From an optimization exercise on the open Yosys and OpenROAD flow, aimed at small area and a short achievable clock period; shortcuts taken in it are not production practice. In this exercise RTL edits were held to simulation tests only and were not proved equivalent to the original.

==> flow/design.v (excerpt) <==
module LIFSIM (
    input  wire        clk,
    input  wire        reset,
    input  wire [15:0] I_app,
    input  wire [15:0] I_fb,
    output wire [15:0] V_mem,
    output wire [15:0] V_out,
    output wire [15:0] U_leak,
    output wire [31:0] dU_dt,
    output wire [31:0] dV_dt
);
For scale: ~1100 cells after synthesis, ~66 flip-flops, roughly 150 I/O pins, about 6400 sq um of cells after synthesis.
==> flow/config.mk <==
export PLATFORM = sky130hd
export DESIGN_NAME = LIFSIM
export DESIGN_NICKNAME = LIFSIM
export VERILOG_FILES = /design/flow/design.v
export SDC_FILE = /design/flow/constraint.sdc
export NUM_CORES = 4
export LEC_CHECK = 0
export CAP_MARGIN = 20
export CORE_MARGIN = 2
export CORE_UTILIZATION = 60
export PLACE_DENSITY = 0.75
export SETUP_SLACK_MARGIN = 3.7
export SLEW_MARGIN = 20
==> flow/constraint.sdc <==
create_clock -name core_clock -period 7.0 [get_ports {clk}]
set_input_delay 1.4000 -clock core_clock [delete_from_list [all_inputs] [get_ports {clk}]]
set_output_delay 1.4000 -clock core_clock [all_outputs]
set_load 0.01 [all_outputs]
standard.sh (not shown) runs the stock make flow with config.mk's settings and CLKGATE_MAP_FILE= SYNTH_SCRIPT=/design/flow/synth_recipe.tcl, a recipe that flattens the netlist after the stock synthesis.
==> flow/flow/run.sh <==
#!/bin/bash
# Standard ORFS layout; only synthesis's abc mapping (flow/my_synth.tcl), the port
# buffer cell and the make settings in flow/extra differ. Tool output goes to logs here.
set -euo pipefail
W=$(pwd)
export MY_ABC_SCRIPT=$W/flow/abc_main.script
export MY_CONE_SCRIPT=$W/flow/abc_cone.script
export MY_NO_FA=1
EXTRA=()
if [[ -f $W/flow/extra ]]; then mapfile -t EXTRA < $W/flow/extra; fi
bash standard.sh SYNTH_SCRIPT=$W/flow/my_synth.tcl "${EXTRA[@]}" finish > $W/make_finish.log 2>&1
==> flow/flow/abc_cone.script <==
strash
dch -f
map -D 1200
topo
upsize -D 1200
dnsize -D 1200
==> flow/flow/abc_main.script <==
strash
dch -f
map -D 2000
topo
upsize -D 2000
dnsize -D 2000
==> flow/flow/extra <==
BUFFER_PORTS_ARGS=-buffer_cell sky130_fd_sc_hd__buf_1
SKIP_REPAIR_TIE_FANOUT=1
==> flow/flow/my_synth.tcl <==
proc synth {args} { yosys synth -nofsm -noshare {*}$args }
# Same synthesis as synth_recipe.tcl, with a different abc script and delay target.
proc abc {args} {
  set out {}
  set skip 0
  foreach a $args {
    if { $skip } { set skip 0; continue }
    if { $a eq "-script" || $a eq "-D" } { set skip 1; continue }
    lappend out $a
  }
  if { [info exists ::env(MY_ABC_SCRIPT)] && $::env(MY_ABC_SCRIPT) ne "" } {
    lappend out -script $::env(MY_ABC_SCRIPT)
  } else {
    lappend out -script $::env(SCRIPTS_DIR)/abc_speed.script
  }
  if { [info exists ::env(MY_ABC_D)] && $::env(MY_ABC_D) ne "" } {
    lappend out -D $::env(MY_ABC_D)
  }
  if { [info exists ::env(MY_CONE_SCRIPT)] && $::env(MY_CONE_SCRIPT) ne "" } {
    # map the input cone of the U_leak registers first, with its own (tighter) script
    set cone {}
    foreach a $out { lappend cone $a }
    set i [lsearch $cone -script]
    set cone [lreplace $cone [expr {$i + 1}] [expr {$i + 1}] $::env(MY_CONE_SCRIPT)]
    yosys select -set ucone c:u_r* %ci*:-sky130_fd_sc_hd__dfxtp_1\[Q\]
    yosys select -list @ucone
    yosys abc {*}$cone @ucone
  }
  yosys abc {*}$out
}
if { [info exists ::env(MY_NO_FA)] && $::env(MY_NO_FA) eq "1" } {
  proc extract_fa {args} { puts "extract_fa skipped" }
}
source $::env(SCRIPTS_DIR)/synth.tcl
# left out here: clear keep_hierarchy, flatten, clean up, hide names made inside functions, write 1_2_yosys.v
The baseline finished with timing, DRC and antenna clean.
Then changed:
==> flow/flow/abc_main.script (replaced) <==
strash
dch
map -B 0.9
topo
stime -c
buffer -c
upsize -c
dnsize -c
- PLACE_DENSITY: 0.75 -> default
- SETUP_SLACK_MARGIN: 3.7 -> 4.0
The new run ran to the end with no violations.
Count of clock-buffer cells in the layout went down by 2.
Worst setup slack improved by 0.36 ns.
Cell count went up by 23%.
Cell area went up by 14%.
Worst hold slack improved by 0.0055 ns.
Die area went up by 17%.
Register-to-register slack improved by 0.42 ns.
Then changed:
==> flow/flow/run.sh (replaced) <==
#!/bin/bash
# Standard ORFS layout; only synthesis's abc mapping (flow/my_synth.tcl) and the port
# buffer cell differ. Each tool's output goes to a log in this folder.
set -euo pipefail
W=$(pwd)
export MY_ABC_SCRIPT=$W/flow/abc_main.script
export MY_CONE_SCRIPT=$W/flow/abc_cone.script
export MY_NO_FA=1
PORTBUF=$(cat $W/flow/portbuf 2>/dev/null || echo sky130_fd_sc_hd__buf_1)
bash standard.sh SYNTH_SCRIPT=$W/flow/my_synth.tcl "BUFFER_PORTS_ARGS=-buffer_cell $PORTBUF" $(cat $W/flow/extra 2>/dev/null || true) finish > $W/make_finish.log 2>&1
==> flow/flow/abc_cone.script (replaced) <==
strash
dch -f
map -D 700
topo
upsize -D 700
dnsize -D 700
==> flow/flow/abc_main.script (replaced) <==
strash
dch -f
map -D 2000
topo
upsize -D 2000
dnsize -D 2000
==> flow/flow/extra (replaced) <==
SKIP_REPAIR_TIE_FANOUT=1
- PLACE_DENSITY: default -> 0.5
- SETUP_SLACK_MARGIN: 4.0 -> 3.7
Result: Utilization climbs by 1.1 points; via count drops by 15%; non-clock buffer count rose by 4; wire length went down by 13%; register-to-register slack gets worse by 0.37 ns; count of clock-buffer cells in the layout came out higher by 2.
Then changed:
- CTS_BUF_LIST: default -> sky130_fd_sc_hd__clkbuf_4
- CTS_CLUSTER_DIAMETER: default -> 150
- CTS_CLUSTER_SIZE: default -> 40
- PLACE_DENSITY: 0.5 -> default
After rerunning: Critical path depth is unchanged; setup slack gets better by 0.0082 ns; sequential share of layout area is about the same; routed wire length stays flat.


Starting RTL as in the previous note.
## LIFSIM
module LIFSIM (
    input  wire        clk,
    input  wire        reset,
    input  wire [15:0] I_app,
    input  wire [15:0] I_fb,
    output wire [15:0] V_mem,
    output wire [15:0] V_out,
    output wire [15:0] U_leak,
    output wire [31:0] dU_dt,
    output wire [31:0] dV_dt
);
export LEC_CHECK = 0
export CAP_MARGIN = 20
export CORE_MARGIN = 2
export CORE_UTILIZATION = 60
export SETUP_SLACK_MARGIN = 4.0
export SLEW_MARGIN = 20
create_clock -name core_clock -period 7.0 [get_ports {clk}]
==> flow/flow/run.sh <==
#!/bin/bash
# Standard ORFS layout; only synthesis's abc mapping (flow/my_synth.tcl), the port
# buffer cell and the make settings in flow/extra differ. Tool output goes to logs here.
set -euo pipefail
W=$(pwd)
export MY_ABC_SCRIPT=$W/flow/abc_main.script
export MY_CONE_SCRIPT=$W/flow/abc_cone.script
export MY_NO_FA=1
EXTRA=()
if [[ -f $W/flow/extra ]]; then mapfile -t EXTRA < $W/flow/extra; fi
bash standard.sh SYNTH_SCRIPT=$W/flow/my_synth.tcl "${EXTRA[@]}" finish > $W/make_finish.log 2>&1
==> flow/flow/abc_cone.script <==
strash
dch -f
map -D 1200
topo
upsize -D 1200
dnsize -D 1200
==> flow/flow/abc_main.script <==
strash
dch -f
map -B 0.9
topo
stime -c
buffer -c
upsize -c
dnsize -c
==> flow/flow/extra <==
BUFFER_PORTS_ARGS=-buffer_cell sky130_fd_sc_hd__buf_1
SKIP_REPAIR_TIE_FANOUT=1
Scripts as last shown in full above: flow/flow/my_synth.tcl
The baseline completed with no timing, DRC or antenna violations.
Rerun with:
==> flow/flow/abc_main.script (replaced) <==
strash
dch -f
map -D 2400
topo
upsize -D 2400
dnsize -D 2400
SETUP_SLACK_MARGIN = 3.7   (was 4.0)
What happened:
- The new run finished clean
- critical path depth climbs by 6
- non-clock buffer count climbs by 22
- register-to-register slack degrades by 0.60 ns
- wire length drops by roughly a tenth
- core utilization climbs by 6.2 points
- worst hold slack degrades by 0.0073 ns
- area after synthesis drops by roughly a tenth
Rerun with:
==> flow/flow/run.sh (replaced) <==
#!/bin/bash
# Standard ORFS layout; only synthesis's abc mapping (flow/my_synth.tcl) and the port
# buffer cell differ. Each tool's output goes to a log in this folder.
set -euo pipefail
W=$(pwd)
export MY_ABC_SCRIPT=$W/flow/abc_main.script
export MY_CONE_SCRIPT=$W/flow/abc_cone.script
export MY_NO_FA=1
PORTBUF=$(cat $W/flow/portbuf 2>/dev/null || echo sky130_fd_sc_hd__buf_1)
bash standard.sh SYNTH_SCRIPT=$W/flow/my_synth.tcl "BUFFER_PORTS_ARGS=-buffer_cell $PORTBUF" $(cat $W/flow/extra 2>/dev/null || true) finish > $W/make_finish.log 2>&1
==> flow/flow/abc_cone.script (replaced) <==
strash
dch -f
map -D 700
topo
upsize -D 700
dnsize -D 700
==> flow/flow/abc_main.script (replaced) <==
strash
dch -f
map -D 2000
topo
upsize -D 2000
dnsize -D 2000
==> flow/flow/extra (replaced) <==
SKIP_REPAIR_TIE_FANOUT=1
After rerunning: The new run went through all stages and came out clean. Routed wire length came out lower by a few percent. Final cell count is lower slightly. Utilization came out lower by 5.2 points. Setup slack gains 0.24 ns.


ember:
LIFSIM again, from the RTL that the note above started with.
Settings: LEC_CHECK=0, CAP_MARGIN=20, CORE_MARGIN=2, CORE_UTILIZATION=45, SETUP_SLACK_MARGIN=3.7, SLEW_MARGIN=20; clock period 7.0 ns.
==> flow/flow/run.sh <==
#!/bin/bash
# Standard ORFS layout; only synthesis's abc mapping (flow/my_synth.tcl) and the port
# buffer cell differ. Each tool's output goes to a log in this folder.
set -euo pipefail
W=$(pwd)
export MY_ABC_SCRIPT=$W/flow/abc_main.script
export MY_CONE_SCRIPT=$W/flow/abc_cone.script
export MY_NO_FA=1
PORTBUF=$(cat $W/flow/portbuf 2>/dev/null || echo sky130_fd_sc_hd__buf_1)
bash standard.sh SYNTH_SCRIPT=$W/flow/my_synth.tcl "BUFFER_PORTS_ARGS=-buffer_cell $PORTBUF" $(cat $W/flow/extra 2>/dev/null || true) finish > $W/make_finish.log 2>&1
==> flow/flow/abc_cone.script <==
strash
dch -f
map -D 700
topo
upsize -D 700
dnsize -D 700
==> flow/flow/abc_main.script <==
strash
dch -f
map -D 2000
topo
upsize -D 2000
dnsize -D 2000
==> flow/flow/extra <==
SKIP_REPAIR_TIE_FANOUT=1
Scripts as last shown in full above: flow/flow/my_synth.tcl
--- input diff ember..pepper ---
# ember
export LEC_CHECK = 0
export CAP_MARGIN = 20
export CORE_MARGIN = 2
export CORE_UTILIZATION = 45
export SETUP_SLACK_MARGIN = 3.7
export SLEW_MARGIN = 20
create_clock -name core_clock -period 7.0 [get_ports {clk}]
# pepper
export LEC_CHECK = 0
export CAP_MARGIN = 20
export CORE_MARGIN = 2
export CORE_UTILIZATION = 60
export SETUP_SLACK_MARGIN = 3.55
export SLEW_MARGIN = 20
create_clock -name core_clock -period 7.0 [get_ports {clk}]
==> flow/flow/run.sh <==
#!/bin/bash
# Standard ORFS layout; only synthesis's abc mapping (flow/my_synth.tcl), the port
# buffer cell and the make settings in flow/extra differ. Tool output goes to logs here.
set -euo pipefail
W=$(pwd)
export MY_ABC_SCRIPT=$W/flow/abc_main.script
export MY_CONE_SCRIPT=$W/flow/abc_cone.script
export MY_NO_FA=1
EXTRA=()
if [[ -f $W/flow/extra ]]; then mapfile -t EXTRA < $W/flow/extra; fi
bash standard.sh SYNTH_SCRIPT=$W/flow/my_synth.tcl "${EXTRA[@]}" finish > $W/make_finish.log 2>&1
==> flow/flow/abc_cone.script <==
strash
dch -f
map -D 1200
topo
upsize -D 1200
dnsize -D 1200
==> flow/flow/extra <==
BUFFER_PORTS_ARGS=-buffer_cell sky130_fd_sc_hd__buf_1
SKIP_REPAIR_TIE_FANOUT=1
--- outcome ---
Comparing ember against pepper, there is no change at all in number of ordinary inverters in the final layout.
pepper can be clocked slower than ember.
[compare] base=ember new=pepper: setup slack down 0.11 ns, global-route wire length before repair lost about 3.5%.
Post-route core utilization ends up higher on pepper.
When pepper is measured against ember, its maximum fanout along the worst path turns out 1 higher.
pepper vs ember, initial core utilization went up by 16 points.
pepper ended up with a higher clock-buffer cell count than ember did.
#### Input delta (tundra over pepper)
# pepper
export LEC_CHECK = 0
export CAP_MARGIN = 20
export CORE_MARGIN = 2
export CORE_UTILIZATION = 60
export SETUP_SLACK_MARGIN = 3.55
export SLEW_MARGIN = 20
create_clock -name core_clock -period 7.0 [get_ports {clk}]
# tundra
export LEC_CHECK = 0
export CAP_MARGIN = 20
export CORE_MARGIN = 2
export CORE_UTILIZATION = 60
export SETUP_SLACK_MARGIN = 3.7
export SLEW_MARGIN = 20
create_clock -name core_clock -period 7.0 [get_ports {clk}]
==> flow/flow/abc_main.script <==
strash
dch
map -B 0.9
topo
stime -c
buffer -c
upsize -c
dnsize -c
## What came out
tundra has critical path depth above what pepper had. Shortest period the worst path allows: tundra vs pepper down 0.24 ns. From pepper to tundra the numbers moved as follows: sum of negative setup slack saw little to no change, final worst-path cycle share saw a decrease, basic-gate share of the synthesized area counting and, or, nand and nor cells saw an increase. Final cell count, tundra vs pepper: up by more than 10%. Reported for pepper and tundra, count of buffers added by post-CTS timing repair for setup turned out identical to the last digit. Fraction of area in registers came out lower on tundra than on pepper. When the final numbers for pepper and tundra were put side by side, the final weighted congestion of routability-driven global placement turned out to be smaller in tundra.
Setup changes, tundra to onyx
# tundra
export LEC_CHECK = 0
export CAP_MARGIN = 20
export CORE_MARGIN = 2
export CORE_UTILIZATION = 60
export SETUP_SLACK_MARGIN = 3.7
export SLEW_MARGIN = 20
create_clock -name core_clock -period 7.0 [get_ports {clk}]
# onyx
export LEC_CHECK = 0
export CAP_MARGIN = 20
export CORE_MARGIN = 2
export CORE_UTILIZATION = 70
export SETUP_SLACK_MARGIN = 3.85
export SLEW_MARGIN = 20
create_clock -name core_clock -period 7.0 [get_ports {clk}]
==> flow/flow/run.sh <==
#!/bin/bash
# Standard ORFS layout; only synthesis's abc mapping (flow/my_synth.tcl) and the port
# buffer cell differ. Each tool's output goes to a log in this folder.
set -euo pipefail
W=$(pwd)
export MY_ABC_SCRIPT=$W/flow/abc_main.script
export MY_CONE_SCRIPT=$W/flow/abc_cone.script
export MY_NO_FA=1
PORTBUF=$(cat $W/flow/portbuf 2>/dev/null || echo sky130_fd_sc_hd__buf_1)
bash standard.sh SYNTH_SCRIPT=$W/flow/my_synth.tcl "BUFFER_PORTS_ARGS=-buffer_cell $PORTBUF" $(cat $W/flow/extra 2>/dev/null || true) finish > $W/make_finish.log 2>&1
==> flow/flow/abc_cone.script <==
strash
dch -f
map -D 700
topo
upsize -D 700
dnsize -D 700
==> flow/flow/abc_main.script <==
strash
dch -f
map -D 2000
topo
upsize -D 2000
dnsize -D 2000
==> flow/flow/extra <==
SKIP_REPAIR_TIE_FANOUT=1
[summary]
- onyx: PASS, flow complete, no timing, DRC or antenna violations
- | arrival time at the worst endpoint | onyx vs tundra | 0.15 ns higher |
- Relative to tundra, count of clock-buffer cells in the layout has gone up in onyx.
- Changes observed in onyx relative to tundra: number of tapcells -60; final standard cell utilization of the core +17 points; count of antenna diodes in the layout ~0 delta.
- dv_r[11]$_SDFF_PP0_ as the capture point of the worst path was reported by tundra, and dv_r[10]$_SDFF_PP0_ by onyx.
- What onyx reported for net count reported at finish has to be multiplied by 1.2 to get the figure for tundra.
- On worst setup skew after layout, the lower figure sits with tundra, not onyx.
- On number of logic stages on the critical path including buffering, the lower figure sits with onyx, not tundra.
- Against tundra, onyx comes in 670 um2 lower on final instance area.

[separate check: timing with driven ports]
Ports are ideal in the flow. The routed layouts listed here were re-timed in OpenROAD.
Step 1 sets driving cells, clkbuf_16 on the clock port and buf_2 on the other inputs (assumed; they add their load-dependent delay and slew).
Step 2 moves the port delays by t, midway between the first and last clock arrival at a register: inputs arrive t later, outputs are due t later. That takes back most of the time a late clock gives input paths.
Three values: ideal ports, drivers, drivers and shift; two values: the first two.
| run | t (ns) | setup slack, ns | slew at the worst register clock pin (ns) |
|---|---|---|---|
| the first run of note 1 | 0.397 | 3.859 / 3.859 / 3.723 | 0.08 / 0.08 |
| the second run of note 1 | 0.363 | 4.223 / 4.237 / 3.874 | 0.06 / 0.06 |
| the third run of note 1 | 0.378 | 3.912 / 3.912 / 3.730 | 0.07 / 0.07 |
| the fourth run of note 1 | 0.446 | 3.920 / 3.920 / 3.726 | 0.10 / 0.10 |
| the first run of note 2 | 0.376 | 4.171 / 4.171 / 3.795 | 0.06 / 0.06 |
| the second run of note 2 | 0.388 | 3.673 / 3.673 / 3.673 | 0.10 / 0.10 |
| the third run of note 2 | 0.378 | 3.912 / 3.912 / 3.730 | 0.07 / 0.07 |
| ember | 0.384 | 3.901 / 3.901 / 3.785 | 0.06 / 0.06 |
| pepper | 0.376 | 3.792 / 3.792 / 3.723 | 0.07 / 0.07 |
| tundra | 0.363 | 4.028 / 4.028 / 3.827 | 0.06 / 0.06 |
| onyx | 0.379 | 3.898 / 3.898 / 3.774 | 0.08 / 0.08 |
After both steps setup and hold are still met in every run listed. The setup slack of the first run of note 2, which loses most, moves by 0.000 ns with the drivers and by -0.376 ns with both steps.
